From an optimization exercise on the open Yosys and OpenROAD flow, aimed at small area, a short achievable clock period and few clock cycles per item; shortcuts taken in it are not production practice. In this exercise RTL edits were held to simulation tests only and were not proved equivalent to the original.

**flow/design.v**
```verilog
module RCL(
    clk,
    rst_n,
    in_valid,
    coef_Q,
    coef_L,
    out_valid,
    out
);
input clk, rst_n, in_valid;
input [4:0] coef_Q, coef_L;
output reg out_valid;
output reg [1:0] out;
reg [4:0] l1, q1;
reg [9:0] x, d;
reg [1:0] cnt;
wire first = cnt[0] & ~cnt[1];    
wire third = cnt[0] & cnt[1];     
wire nfirst = ~first;
wire [4:0] qm = third ? 5'd1 : q1;
wire [9:0] x_next, d_next;
wire [2:0] s_hi;
wire [6:0] s_lo;
wire [14:0] f;
wire n1 = ~(x[0] & nfirst);
wire n2 = ~(l1[0] & qm[0]);
wire n3;
RCL_x2 un3 (.a(n1), .b(n2), .y(n3));
wire n4 = ~(x[1] & nfirst);
wire n5 = ~(l1[0] & qm[1]);
wire n6 = ~(l1[1] & qm[0]);
wire n7, n8;
RCL_fa un7 (.a(n4), .b(n5), .c(n6), .s(n7), .co(n8));
wire n9 = ~(n1 | n2);
wire n10;
RCL_xn un10 (.a(n9), .b(n7), .y(n10));
wire n11 = ~(x[2] & nfirst);
wire n12 = ~(l1[0] & qm[2]);
wire n13, n14;
RCL_fa un13 (.a(n11), .b(n12), .c(n8), .s(n13), .co(n14));
wire n15 = ~(l1[1] & qm[1]);
wire n16 = ~(l1[2] & qm[0]);
wire n17, n18;
RCL_fa un17 (.a(n15), .b(n16), .c(n13), .s(n17), .co(n18));
wire n19 = (n9 & ~n7);
wire n20;
RCL_xn un20 (.a(n19), .b(n17), .y(n20));
wire n21 = ~(x[3] & nfirst);
wire n22, n23;
RCL_fa un22 (.a(n21), .b(n14), .c(n18), .s(n22), .co(n23));
wire n24 = ~(l1[0] & qm[3]);
wire n25 = ~(l1[1] & qm[2]);
wire n26, n27;
RCL_fa un26 (.a(n24), .b(n25), .c(n22), .s(n26), .co(n27));
wire n28 = ~(l1[2] & qm[1]);
wire n29 = ~(l1[3] & qm[0]);
wire n30, n31;
RCL_fa un30 (.a(n28), .b(n29), .c(n26), .s(n30), .co(n31));
wire n32 = (n19 & ~n17);
wire n33;
RCL_xn un33 (.a(n32), .b(n30), .y(n33));
wire n34 = ~(x[4] & nfirst);
wire n35 = ~(l1[1] & qm[3]);
wire n36, n37;
RCL_fa un36 (.a(n34), .b(n35), .c(n23), .s(n36), .co(n37));
wire n38, n39;
RCL_fa un38 (.a(n27), .b(n36), .c(n31), .s(n38), .co(n39));
wire n40 = ~(l1[2] & qm[2]);
wire n41 = ~(l1[3] & qm[1]);
wire n42, n43;
RCL_fa un42 (.a(n40), .b(n41), .c(n38), .s(n42), .co(n43));
wire n44 = ~(l1[0] & qm[4]);
wire n45 = ~(l1[4] & qm[0]);
wire n46 = ~n42;
wire n47, n48;
RCL_fa un47 (.a(n44), .b(n45), .c(n46), .s(n47), .co(n48));
wire n49 = (n32 & ~n30);
wire n50;
RCL_x2 un50 (.a(n49), .b(n47), .y(n50));
wire n51 = ~(l1[2] & qm[3]);
wire n52 = ~(l1[3] & qm[2]);
wire n53, n54;
RCL_fa un53 (.a(n51), .b(n52), .c(n43), .s(n53), .co(n54));
wire n55 = ~(l1[1] & qm[4]);
wire n56 = ~(l1[4] & qm[1]);
wire n57, n58;
RCL_fa un57 (.a(n55), .b(n56), .c(n48), .s(n57), .co(n58));
wire n59 = ~(n49 & n47);
wire n60 = ~n57;
wire n61, n62;
RCL_fa un61 (.a(n53), .b(n59), .c(n60), .s(n61), .co(n62));
wire n63 = ~(~x[5] & nfirst);
wire n64;
RCL_x2 un64 (.a(n37), .b(n39), .y(n64));
wire n65, n66;
RCL_fa un65 (.a(n63), .b(n64), .c(n61), .s(n65), .co(n66));
wire n67 = ~(x[6] & nfirst);
wire n68 = ~(l1[3] & qm[3]);
wire n69, n70;
RCL_fa un69 (.a(n67), .b(n68), .c(n54), .s(n69), .co(n70));
wire n71, n72;
RCL_fa un71 (.a(n69), .b(n62), .c(n66), .s(n71), .co(n72));
wire n73 = ~(l1[2] & qm[4]);
wire n74 = ~(l1[4] & qm[2]);
wire n75, n76;
RCL_fa un75 (.a(n73), .b(n74), .c(n58), .s(n75), .co(n76));
wire n77 = ~(n37 & n39);
wire n78 = ~n71;
wire n79, n80;
RCL_fa un79 (.a(n77), .b(n75), .c(n78), .s(n79), .co(n80));
wire n81 = ~(x[7] & nfirst);
wire n82, n83;
RCL_fa un82 (.a(n81), .b(n70), .c(n72), .s(n82), .co(n83));
wire n84 = ~(l1[3] & qm[4]);
wire n85, n86;
RCL_fa un85 (.a(n84), .b(n76), .c(n80), .s(n85), .co(n86));
wire n87 = ~(l1[4] & qm[3]);
wire n88 = ~n82;
wire n89, n90;
RCL_fa un89 (.a(n87), .b(n88), .c(n85), .s(n89), .co(n90));
wire n91 = ~n83;
wire n92, n93;
RCL_fa un92 (.a(n91), .b(n86), .c(n90), .s(n92), .co(n93));
wire n94 = ~(x[8] & nfirst);
wire n95 = ~(l1[4] & qm[4]);
wire n96 = ~n92;
wire n97, n98;
RCL_fa un97 (.a(n94), .b(n95), .c(n96), .s(n97), .co(n98));
wire n99 = ~(x[9] & nfirst);
wire n100;
RCL_xn un100 (.a(n99), .b(n98), .y(n100));
wire n101;
RCL_x2 un101 (.a(n93), .b(n100), .y(n101));
wire n102 = ~(d[0] & nfirst);
wire n103;
RCL_xn un103 (.a(l1[0]), .b(n102), .y(n103));
wire n104 = ~(d[1] & nfirst);
wire n105 = (l1[0] & ~n102);
wire n106;
RCL_xn un106 (.a(n104), .b(n105), .y(n106));
wire n107 = ~l1[1];
wire n108 = ~(l1[0] & l1[1]);
wire n109 = ~(d[2] & nfirst);
wire n110, n111;
RCL_fa un110 (.a(n107), .b(n108), .c(n109), .s(n110), .co(n111));
wire n112 = (~n104 & n105);
wire n113;
RCL_xn un113 (.a(n110), .b(n112), .y(n113));
wire n114 = ~(l1[0] & l1[2]);
wire n115 = ~(d[3] & nfirst);
wire n116, n117;
RCL_fa un116 (.a(n114), .b(n115), .c(n111), .s(n116), .co(n117));
wire n118 = (~n110 & n112);
wire n119;
RCL_xn un119 (.a(n116), .b(n118), .y(n119));
wire n120 = ~l1[2];
wire n121 = ~(l1[0] & l1[3]);
wire n122, n123;
RCL_fa un122 (.a(n120), .b(n121), .c(n117), .s(n122), .co(n123));
wire n124 = ~(l1[1] & l1[2]);
wire n125 = ~(d[4] & nfirst);
wire n126, n127;
RCL_fa un126 (.a(n124), .b(n125), .c(n122), .s(n126), .co(n127));
wire n128 = (~n116 & n118);
wire n129;
RCL_xn un129 (.a(n128), .b(n126), .y(n129));
wire n130 = (l1[0] & l1[4]);
wire n131 = ~(l1[1] & l1[3]);
wire n132 = ~(d[5] & nfirst);
wire n133, n134;
RCL_fa un133 (.a(n130), .b(n131), .c(n132), .s(n133), .co(n134));
wire n135 = ~(n128 & ~n126);
wire n136;
RCL_x2 un136 (.a(n123), .b(n127), .y(n136));
wire n137, n138;
RCL_fa un137 (.a(n133), .b(n135), .c(n136), .s(n137), .co(n138));
wire n139 = ~l1[3];
wire n140, n141;
RCL_fa un140 (.a(n139), .b(n134), .c(n138), .s(n140), .co(n141));
wire n142 = ~(l1[2] & l1[3]);
wire n143 = ~(d[6] & nfirst);
wire n144, n145;
RCL_fa un144 (.a(n142), .b(n143), .c(n140), .s(n144), .co(n145));
wire n146 = ~(l1[1] & l1[4]);
wire n147 = ~(n123 & n127);
wire n148 = ~n144;
wire n149, n150;
RCL_fa un149 (.a(n146), .b(n147), .c(n148), .s(n149), .co(n150));
wire n151 = ~(d[7] & nfirst);
wire n152, n153;
RCL_fa un152 (.a(n151), .b(n141), .c(n145), .s(n152), .co(n153));
wire n154 = ~(l1[2] & l1[4]);
wire n155 = ~n152;
wire n156, n157;
RCL_fa un156 (.a(n154), .b(n155), .c(n150), .s(n156), .co(n157));
wire n158 = ~(l1[3] & l1[4]);
wire n159, n160;
RCL_fa un159 (.a(l1[4]), .b(n158), .c(n157), .s(n159), .co(n160));
wire n161 = ~(d[8] & nfirst);
wire n162 = ~n159;
wire n163, n164;
RCL_fa un163 (.a(n161), .b(n153), .c(n162), .s(n163), .co(n164));
wire n165 = ~(d[9] & nfirst);
wire n166;
RCL_xn un166 (.a(n165), .b(n164), .y(n166));
wire n167;
RCL_x2 un167 (.a(n160), .b(n166), .y(n167));
wire n168 = ~(q1[0] & d[0]);
wire n169;
RCL_xn un169 (.a(n168), .b(n3), .y(n169));
wire n170 = ~(q1[0] & d[1]);
wire n171 = ~(q1[1] & d[0]);
wire n172;
RCL_xn un172 (.a(n170), .b(n171), .y(n172));
wire n173 = ~(n168 | n3);
wire n174;
RCL_xn un174 (.a(n172), .b(n173), .y(n174));
wire n175 = ~(q1[0] & d[2]);
wire n176 = ~(q1[1] & d[1]);
wire n177 = ~(q1[2] & d[0]);
wire n178 = ~(~n170 & ~n171);
wire n179, n180;
RCL_fa un179 (.a(n176), .b(n177), .c(n178), .s(n179), .co(n180));
wire n181 = (n3 & n10);
wire n182 = (n172 & ~n173);
wire n183, n184;
RCL_fa un183 (.a(n179), .b(n181), .c(n182), .s(n183), .co(n184));
wire n185;
RCL_xn un185 (.a(n175), .b(n10), .y(n185));
wire n186;
RCL_x2 un186 (.a(n185), .b(n183), .y(n186));
wire n187 = ~(q1[0] & d[3]);
wire n188 = ~(q1[1] & d[2]);
wire n189 = ~(q1[2] & d[1]);
wire n190, n191;
RCL_fa un190 (.a(n187), .b(n188), .c(n189), .s(n190), .co(n191));
wire n192 = ~(q1[3] & d[0]);
wire n193 = ~(~n175 & ~n10);
wire n194, n195;
RCL_fa un194 (.a(n192), .b(n190), .c(n193), .s(n194), .co(n195));
wire n196 = ~n194;
wire n197 = ~(n185 & n183);
wire n198 = ~(n3 & n20);
wire n199, n200;
RCL_fa un199 (.a(n196), .b(n197), .c(n198), .s(n199), .co(n200));
wire n201;
RCL_xn un201 (.a(n180), .b(n184), .y(n201));
wire n202;
RCL_xn un202 (.a(n201), .b(n199), .y(n202));
wire n203 = ~(q1[0] & d[4]);
wire n204 = ~(q1[1] & d[3]);
wire n205, n206;
RCL_fa un205 (.a(n203), .b(n204), .c(n20), .s(n205), .co(n206));
wire n207 = ~(q1[2] & d[2]);
wire n208 = ~(q1[3] & d[1]);
wire n209, n210;
RCL_fa un209 (.a(n207), .b(n208), .c(n205), .s(n209), .co(n210));
wire n211 = ~(n180 | n184);
wire n212 = ~(n10 & n20);
wire n213, n214;
RCL_fa un213 (.a(n211), .b(n212), .c(n200), .s(n213), .co(n214));
wire n215 = ~(q1[4] & d[0]);
wire n216 = ~n213;
wire n217, n218;
RCL_fa un217 (.a(n215), .b(n209), .c(n216), .s(n217), .co(n218));
wire n219 = (n201 & ~n199);
wire n220 = (n3 & n33);
wire n221, n222;
RCL_fa un221 (.a(n219), .b(n220), .c(n217), .s(n221), .co(n222));
wire n223;
RCL_xn un223 (.a(n191), .b(n195), .y(n223));
wire n224;
RCL_x2 un224 (.a(n223), .b(n221), .y(n224));
wire n225 = ~(q1[0] & d[5]);
wire n226 = ~(q1[1] & d[4]);
wire n227, n228;
RCL_fa un227 (.a(n225), .b(n226), .c(n206), .s(n227), .co(n228));
wire n229 = ~(q1[2] & d[3]);
wire n230, n231;
RCL_fa un230 (.a(n229), .b(n210), .c(n227), .s(n230), .co(n231));
wire n232 = ~(q1[3] & d[2]);
wire n233, n234;
RCL_fa un233 (.a(n232), .b(n230), .c(n218), .s(n233), .co(n234));
wire n235 = ~(q1[4] & d[1]);
wire n236, n237;
RCL_fa un236 (.a(n235), .b(n222), .c(n233), .s(n236), .co(n237));
wire n238 = ~(n191 | n195);
wire n239 = ~(n10 & n33);
wire n240, n241;
RCL_fa un240 (.a(n238), .b(n214), .c(n239), .s(n240), .co(n241));
wire n242 = ~(n223 & n221);
wire n243 = ~n236;
wire n244, n245;
RCL_fa un244 (.a(n240), .b(n242), .c(n243), .s(n244), .co(n245));
wire n246 = ~(n3 & n50);
wire n247;
RCL_x2 un247 (.a(n246), .b(n244), .y(n247));
wire n248 = ~(q1[0] & d[6]);
wire n249, n250;
RCL_fa un249 (.a(n248), .b(n228), .c(n33), .s(n249), .co(n250));
wire n251 = ~(q1[1] & d[5]);
wire n252, n253;
RCL_fa un252 (.a(n251), .b(n231), .c(n249), .s(n252), .co(n253));
wire n254 = ~(q1[2] & d[4]);
wire n255, n256;
RCL_fa un255 (.a(n254), .b(n234), .c(n252), .s(n255), .co(n256));
wire n257 = ~(q1[3] & d[3]);
wire n258, n259;
RCL_fa un258 (.a(n257), .b(n237), .c(n255), .s(n258), .co(n259));
wire n260 = ~(n20 & n33);
wire n261, n262;
RCL_fa un261 (.a(n260), .b(n241), .c(n245), .s(n261), .co(n262));
wire n263 = ~(q1[4] & d[2]);
wire n264 = ~(n246 | n244);
wire n265, n266;
RCL_fa un265 (.a(n263), .b(n258), .c(n264), .s(n265), .co(n266));
wire n267 = ~(n10 & n50);
wire n268 = ~n265;
wire n269, n270;
RCL_fa un269 (.a(n267), .b(n261), .c(n268), .s(n269), .co(n270));
wire n271 = (n3 & ~n65);
wire n272;
RCL_xn un272 (.a(n271), .b(n269), .y(n272));
wire n273 = ~(q1[0] & d[7]);
wire n274, n275;
RCL_fa un274 (.a(n273), .b(n250), .c(n253), .s(n274), .co(n275));
wire n276 = ~(q1[1] & d[6]);
wire n277, n278;
RCL_fa un277 (.a(n276), .b(n256), .c(n274), .s(n277), .co(n278));
wire n279 = ~(q1[2] & d[5]);
wire n280, n281;
RCL_fa un280 (.a(n279), .b(n259), .c(n277), .s(n280), .co(n281));
wire n282 = ~(q1[3] & d[4]);
wire n283, n284;
RCL_fa un283 (.a(n282), .b(n280), .c(n266), .s(n283), .co(n284));
wire n285 = ~(n20 & n50);
wire n286, n287;
RCL_fa un286 (.a(n285), .b(n262), .c(n270), .s(n286), .co(n287));
wire n288 = ~(q1[4] & d[3]);
wire n289 = ~n286;
wire n290, n291;
RCL_fa un290 (.a(n288), .b(n283), .c(n289), .s(n290), .co(n291));
wire n292 = (n10 & ~n65);
wire n293 = (n271 & ~n269);
wire n294, n295;
RCL_fa un294 (.a(n292), .b(n293), .c(n290), .s(n294), .co(n295));
wire n296 = ~(n3 & n79);
wire n297;
RCL_xn un297 (.a(n296), .b(n294), .y(n297));
wire n298 = ~(q1[0] & d[8]);
wire n299 = ~(q1[1] & d[7]);
wire n300 = ~(q1[2] & d[6]);
wire n301, n302;
RCL_fa un301 (.a(n298), .b(n299), .c(n300), .s(n301), .co(n302));
wire n303, n304;
RCL_fa un303 (.a(n301), .b(n278), .c(n281), .s(n303), .co(n304));
wire n305 = ~(q1[3] & d[5]);
wire n306, n307;
RCL_fa un306 (.a(n305), .b(n303), .c(n284), .s(n306), .co(n307));
wire n308 = ~(n33 & n50);
wire n309 = ~n306;
wire n310, n311;
RCL_fa un310 (.a(n308), .b(n309), .c(n287), .s(n310), .co(n311));
wire n312 = ~(q1[4] & d[4]);
wire n313, n314;
RCL_fa un313 (.a(n312), .b(n291), .c(n295), .s(n313), .co(n314));
wire n315 = ~n310;
wire n316 = ~(n3 & n89);
wire n317, n318;
RCL_fa un317 (.a(n315), .b(n316), .c(n313), .s(n317), .co(n318));
wire n319 = (n20 & ~n65);
wire n320 = (n10 & n79);
wire n321, n322;
RCL_fa un321 (.a(n319), .b(n320), .c(n317), .s(n321), .co(n322));
wire n323;
RCL_xn un323 (.a(n275), .b(n50), .y(n323));
wire n324 = (~n296 & n294);
wire n325, n326;
RCL_fa un325 (.a(n323), .b(n324), .c(n321), .s(n325), .co(n326));
wire n327 = ~(q1[0] & d[9]);
wire n328 = ~(q1[1] & d[8]);
wire n329, n330;
RCL_fa un329 (.a(n327), .b(n328), .c(n302), .s(n329), .co(n330));
wire n331 = ~(q1[2] & d[7]);
wire n332, n333;
RCL_fa un332 (.a(n331), .b(n329), .c(n304), .s(n332), .co(n333));
wire n334 = ~(q1[3] & d[6]);
wire n335, n336;
RCL_fa un335 (.a(n334), .b(n332), .c(n307), .s(n335), .co(n336));
wire n337 = ~(n275 | n50);
wire n338 = ~(n20 & n79);
wire n339, n340;
RCL_fa un339 (.a(n337), .b(n338), .c(n311), .s(n339), .co(n340));
wire n341, n342;
RCL_fa un341 (.a(n335), .b(n314), .c(n318), .s(n341), .co(n342));
wire n343, n344;
RCL_fa un343 (.a(n322), .b(n341), .c(n326), .s(n343), .co(n344));
wire n345 = ~(q1[4] & d[5]);
wire n346 = ~n339;
wire n347, n348;
RCL_fa un347 (.a(n345), .b(n346), .c(n343), .s(n347), .co(n348));
wire n349 = (n33 & ~n65);
wire n350 = ~(n10 & n89);
wire n351, n352;
RCL_fa un351 (.a(n349), .b(n350), .c(n347), .s(n351), .co(n352));
wire n353 = ~(q1[1] & d[9]);
wire n354 = ~(q1[2] & d[8]);
wire n355 = ~(q1[3] & d[7]);
wire n356 = ~(q1[4] & d[6]);
wire n357, n358;
RCL_fa un357 (.a(n354), .b(n355), .c(n356), .s(n357), .co(n358));
wire n359, n360;
RCL_fa un359 (.a(n357), .b(n333), .c(n336), .s(n359), .co(n360));
wire n361 = ~(n33 & n79);
wire n362, n363;
RCL_fa un362 (.a(n65), .b(n361), .c(n340), .s(n362), .co(n363));
wire n364, n365;
RCL_fa un364 (.a(n359), .b(n342), .c(n344), .s(n364), .co(n365));
wire n366, n367;
RCL_fa un366 (.a(n348), .b(n364), .c(n352), .s(n366), .co(n367));
wire n368 = ~(n20 & n89);
wire n369 = ~n362;
wire n370, n371;
RCL_fa un370 (.a(n368), .b(n369), .c(n366), .s(n370), .co(n371));
wire n372;
RCL_xn un372 (.a(n353), .b(n330), .y(n372));
wire n373 = (n50 & ~n65);
wire n374, n375;
RCL_fa un374 (.a(n372), .b(n373), .c(n370), .s(n374), .co(n375));
wire n376 = ~(q1[2] & d[9]);
wire n377 = ~(q1[3] & d[8]);
wire n378, n379;
RCL_fa un378 (.a(n376), .b(n377), .c(n358), .s(n378), .co(n379));
wire n380 = ~(q1[4] & d[7]);
wire n381, n382;
RCL_fa un381 (.a(n380), .b(n378), .c(n360), .s(n381), .co(n382));
wire n383, n384;
RCL_fa un383 (.a(n381), .b(n365), .c(n367), .s(n383), .co(n384));
wire n385, n386;
RCL_fa un385 (.a(n371), .b(n383), .c(n375), .s(n385), .co(n386));
wire n387 = ~(n353 | n330);
wire n388 = ~(n50 & n79);
wire n389, n390;
RCL_fa un389 (.a(n387), .b(n388), .c(n363), .s(n389), .co(n390));
wire n391 = ~(n33 & n89);
wire n392 = ~n389;
wire n393, n394;
RCL_fa un393 (.a(n391), .b(n392), .c(n385), .s(n393), .co(n394));
wire n395, n396;
RCL_fa un395 (.a(n379), .b(n79), .c(n382), .s(n395), .co(n396));
wire n397 = ~(q1[3] & d[9]);
wire n398, n399;
RCL_fa un398 (.a(n397), .b(n395), .c(n384), .s(n398), .co(n399));
wire n400, n401;
RCL_fa un400 (.a(n398), .b(n386), .c(n394), .s(n400), .co(n401));
wire n402 = ~(q1[4] & d[8]);
wire n403 = ~(n50 & n89);
wire n404, n405;
RCL_fa un404 (.a(n402), .b(n403), .c(n400), .s(n404), .co(n405));
wire n406 = (~n65 & n79);
wire n407 = ~n390;
wire n408, n409;
RCL_fa un408 (.a(n406), .b(n407), .c(n404), .s(n408), .co(n409));
wire n410, n411;
RCL_fa un410 (.a(n396), .b(n399), .c(n401), .s(n410), .co(n411));
wire n412, n413;
RCL_fa un412 (.a(n405), .b(n410), .c(n409), .s(n412), .co(n413));
wire n414 = ~(q1[4] & d[9]);
wire n415 = ~(~n65 & n89);
wire n416, n417;
RCL_fa un416 (.a(n414), .b(n415), .c(n412), .s(n416), .co(n417));
wire n418 = n89 ^ n411 ^ n413;
wire n419 = ~(n79 & n89);
wire n420 = n419 ^ n417 ^ n418;
wire n421 = ~n97;
wire n422 = ~n137;
wire n423 = ~n163;
assign x_next = {n101, n421, n89, n79, n65, n50, n33, n20, n10, n3};
assign d_next = {n167, n423, n156, n149, n422, n129, n119, n113, n106, n103};
assign s_hi = {n101, ~n97, n89};
assign s_lo = {n79, ~n65, n50, n33, n20, n10, n3};
assign f = {n420, n416, n408, n393, n374, n351, n325, n297, n272, n247, n224, n202, n186, n174, n169};
wire big = ~((s_hi == 3'b000) | ((s_hi == 3'b111) & (s_lo != 7'd0)));
wire lt = ~big & f[14];
wire eq = ~big & (f == 15'd0);
always @(posedge clk) begin
	l1 <= coef_L;
	q1 <= coef_Q;
	x <= x_next;
	d <= d_next;
end
always @(posedge clk or negedge rst_n) begin
	if (!rst_n) begin
		cnt <= 2'd0;
		out_valid <= 1'b0;
		out <= 2'd0;
	end else begin
		cnt <= in_valid ? cnt + 2'd1 : 2'd0;
		out_valid <= third;
		out <= third ? {lt, eq} : 2'd0;
	end
end
endmodule
module RCL_fa(a, b, c, s, co);
input a, b, c;
output s, co;
assign s = a ^ b ^ c;
assign co = (a & b) | (a & c) | (b & c);
endmodule
module RCL_x2(a, b, y);
input a, b;
output y;
assign y = a ^ b;
endmodule
module RCL_xn(a, b, y);
input a, b;
output y;
assign y = ~(a ^ b);
endmodule
module RCL_ha(a, b, s, co);
input a, b;
output s, co;
assign s = a ^ b;
assign co = a & b;
endmodule
```
**flow/flow/run.sh**
```bash
#!/bin/bash
# Standard layout, with the port buffers made of sky130_fd_sc_hd__buf_1 cells.
set -euo pipefail
echo 'export BUFFER_PORTS_ARGS = -buffer_cell sky130_fd_sc_hd__buf_1' >> config.mk
bash standard.sh > standard.log 2>&1
```
**flow/standard.sh**
```bash
#!/bin/bash
# synth_recipe.tcl (not shown) runs the flow's synth.tcl, then flattens the netlist and writes it again
# the make line also repeats each setting of config.mk as NAME=value (left out here)
make -C /OpenROAD-flow-scripts/flow DESIGN_CONFIG=/design/flow/config.mk WORK_HOME=/design/flow/orfs CLKGATE_MAP_FILE= SYNTH_SCRIPT=/design/flow/synth_recipe.tcl "${@:-finish}"
```
**flow/config.mk**
```make
export PLATFORM = sky130hd
export DESIGN_NAME = RCL
export DESIGN_NICKNAME = RCL
export VERILOG_FILES = /design/flow/design.v
export SDC_FILE = /design/flow/constraint.sdc
export NUM_CORES = 4
export LEC_CHECK = 0
export CAP_MARGIN = 20
export CORE_MARGIN = 2
export CORE_UTILIZATION = 40
export SLEW_MARGIN = 20
export SYNTH_HIERARCHICAL = 1
export BUFFER_PORTS_ARGS = -buffer_cell sky130_fd_sc_hd__buf_1
```
**flow/constraint.sdc**
```tcl
create_clock -name core_clock -period 80.0 [get_ports {clk}]
set_input_delay 16.0000 -clock core_clock [delete_from_list [all_inputs] [get_ports {clk}]]
set_output_delay 16.0000 -clock core_clock [all_outputs]
set_load 0.01 [all_outputs]
```
==> notes.md <==
==> area by class of cell <==
cell class	count	share of cell area (%)
repair buffers	21	2.26
well taps	136	3.80
flip-flops and latches	35	16.2
inverters	30	2.52
clock buffers	6	1.85
multi-input cells	318	72.6
clock inverters	2	0.783
==> kinds of logic after synthesis <==
kind of cell	Yosys count	share of synthesized area (%)
buf+inv	42	3.99
fa+ha+maj	105	50.4
simple gates	172	19.3
compound gates	9	1.66
xor+xnor	32	7.10
flops	35	17.5
==> placed cells by master (no fill, tap or decap), drive strengths merged <==
master,count
xnor2,22
nand2,101
and2,4
xnor3,1
ha,2
nand3,1
a2111oi,1
and3b,1
or2,2
inv,30
or4,2
or4b,1
nand4,2
or3,3
nand2b,20
o2111ai,1
or2b,1
clkinv,1
bufinv,1
nor2,14
clkbuf,6
o211ai,1
buf,21
and3,1
nor3,2
dfxtp,30
o21ai,5
dfrtp,5
nor4,3
xor2,9
fa,103
a21boi,1
nor2b,14
==> sequential cells by signal (all words and copies together), names as in the netlist <==
signal     flops
cnt            2
d             10
l1             5
out            2
out_valid      1
q1             5
x             10
==> cell usage after synthesis, types with 2 or more instances <==
master	count
nor2b_1	14
nor2_1	14
nand4_1	2
nand2b_1	20
xnor2_1	22
nand2_1	101
or2_2	2
dfxtp_1	30
fa_1	103
dfrtp_1	5
or4_1	2
o21ai_0	5
nor3_1	2
nor4_1	3
or3_1	3
xor2_1	9
ha_1	2
and2_1	4
inv_1	30
clkbuf_1	11
==> per-module statistics from Yosys, one instance, submodules excluded <==
module / flip-flops and latches / cell area, µm² / cells
RCL_fa: 0 / 20.0 / 1
RCL_x2: 0 / 8.76 / 1
RCL_xn: 0 / 8.76 / 1
RCL: 35 / 1810 / 262
==> worst max-delay path: cells and delay by family, from the launching register on <==
kind / cells / cell delay, ns
buffers and inverters: 2 / 0.10
flip-flops: 1 / 0.40
XOR/XNOR: 1 / 0.69
AND/OR/NAND/NOR: 4 / 0.85
AO/OA/AOI/OAI: 1 / 0.37
adder cells (fa/ha/maj): 33 / 14.84
==> metal layers <==
metal,GRT usage (%),vias to the layer above
met4,3.10,0
met1,23.9,1393
met3,2.60,7
met2,29.0,28
met5,0,-
li1,-,1219
==> worst paths after layout <==
path	start	end	slack, ns	cells after the start
setup / recovery	cnt[0]	out[0]	62.66	41
hold / removal	cnt[0]	cnt[0]	0.47	1
setup reg to reg	cnt[0]	out[0]	62.66	41
hold reg to reg	cnt[0]	cnt[0]	0.47	1
max in group asynchronous	rst_n	out_valid	64.02	1
min in group asynchronous	rst_n	out[0]	15.64	1
==> stage by stage <==
stage	instance area, µm²	utilization, %
3_5_place_dp	4360	42.8
2_1_floorplan	4140	-
6_report	4480	43.9
3_3_place_gp	4360	42.8
5_1_grt	4480	43.9
4_1_cts	4480	43.9
==> summary.md <==
| Metric | Value |
|---|---|
| Async S/R FF share, synth | around 14% |
| CORE AREA | 10200 µm² |
| Vias in the first global route | approximately 2900 |
| Hold Crit Class | reg -> reg |
| Die area | roughly 11000 µm² |
| Worst Setup End Kind | flop |
| Mapped Area | 4140 µm² |
| Routed met2 length | 4120 µm |
| Fillers | 1011 |
| Drt pass-1 iters | 4 |
| Worst-Margin Slew | 0.821 ns |
| Hold_ws | 0.471 ns |
| FMAX | ~58 MHz |
| Post-Place Cells | 540 |
| Largest net degree at the start of global routing | 21 |
| Slowest stage cell, crit path | xnor2_1 |
| Area Overhead vs Synth | 8.13% |
| Clk Latency, worst-skew pair | 0.29 ns |
| Post-synthesis area per instance | 10.5 µm² |
| I/O pin total | 16 |
| Number of diodes | 0 |
| Setup tns final | 0 ns |
| Setup bufs post-CTS | 0 |
| Num rows | 37 |
| Via count | 2647 |
| Critical path peak fanout | 13 |
| WL per Instance | 15.3 µm |
| CTS root buf | clkbuf_8 |
| Distinct cells, synth | 31 |
| Final worst path period need | 17.34 ns |
| Worst-path clk slew | 0.08 ns |
| CTS max path bufs | 2 |
| Setup violations, final | 0 |
| Final HPWL DP | roughly 7000 µm |
| Die W | 106 µm |
| Final Non-Filler Cells | about 550 |
| Status | no timing/DRC/antenna violations |
| Setup CP Type | reg -> reg |
| Yosys reg bits | 35 |
| Tcrit/Tclk final | a little over a fifth |
| Antenna violations before repair | 0 |
| FF+latch area | between 700 and 800 µm² |
| Warnings, synthesis | 7 |
| Area contributors post-synth | fa_1, dfxtp_1, nand2_1 |
| H-tree lvl count | 2 |
| Mapped Cells | 395 |
| Slew Viols, Final | 0 |
| Worst Setup Start Kind | flop |
| Crit path DAT | 17.53 ns |
| Initial Util | around two fifths |
| Detail Route Antenna Nets | 0 |
| Post-synthesis sequential area ratio | 17.5% |
| Post-synth top area share | 49.8% |
| Critical path data required time | 80.19 ns |
| Final Hold Violating Endpoints | 0 |
| Gr ovfl total | 0 |
| Uppermost layer routed | met4 |
| Remaining DRCs | 0 |
| First-pass GRT wire length | 14900 µm |
| Met3 Wirelength | 170 µm |
| Number of I/O port buffers | 15 |
| CTS sink cnt | 35 |
| Max incr delay on CP | 0.69 ns |
| WL final | between 8000 and 9000 µm |
| Max_cap viols | 0 |
| Num CTS Buffers | 5 |
| Setup repair after global routing missed its margin | no |
| Layout cell share with drive strength beyond 1 | 4.61% |
| Cell type with the largest total area after synthesis | fa_1 |
| Final Skew | 0.0108 ns |
| Initial DRC Count | 77 |
| # hold bufs at CTS | 0 |
| Top FF cell, synth | dfxtp_1 |
| CP dominant cell by count | fa_1 |
| WL met1 | 4020 µm |
| Area occupied by multi-input gates | 3250 µm² |
| Syn nets | 513 |
| Die H | approximately 110 µm |
| Post-CTS sizing | 0 |
| GRT Total Usage | between 10% and 20% |
| Nets@finish | 529 |
| Setup WS post-layout | 62.66 ns |
| CTS tree | built |
| Slew HR | 44.9% |
| Post-synth EDFFs | 0 |
| Via-per-instance ratio | slightly below 5 |
| Setup WS pre-CTS | ~63 ns |
| GP Congestion | 0.831 |
Testbench counts, summed over its fixed seeds: cycles 11,992, items 2,400.

-- separate check: timing with driven ports --
The flow's constraints put no driver on any port. The routed layout listed below was extracted and timed again, unchanged, in two steps.
Step 1, drivers: a clkbuf_16 drives clk and a buf_2 each remaining input, both assumed.
Step 2, shift: input delay + t, output delay - t, t = (earliest + latest rising clock arrival at the registers) / 2. This alone moves slack from input paths to output paths.
a / b / c = no drivers / after step 1 / after step 2; a / b = the first two.
shift t [ns]: 0.321
setup WS [ns]: 62.656 / 62.656 / 62.656
hold WS [ns]: 0.471 / 0.471 / 0.471
After both steps this run still meets setup and hold. The setup slack of this run moves by 0.000 ns with the drivers and by 0.000 ns with both steps.
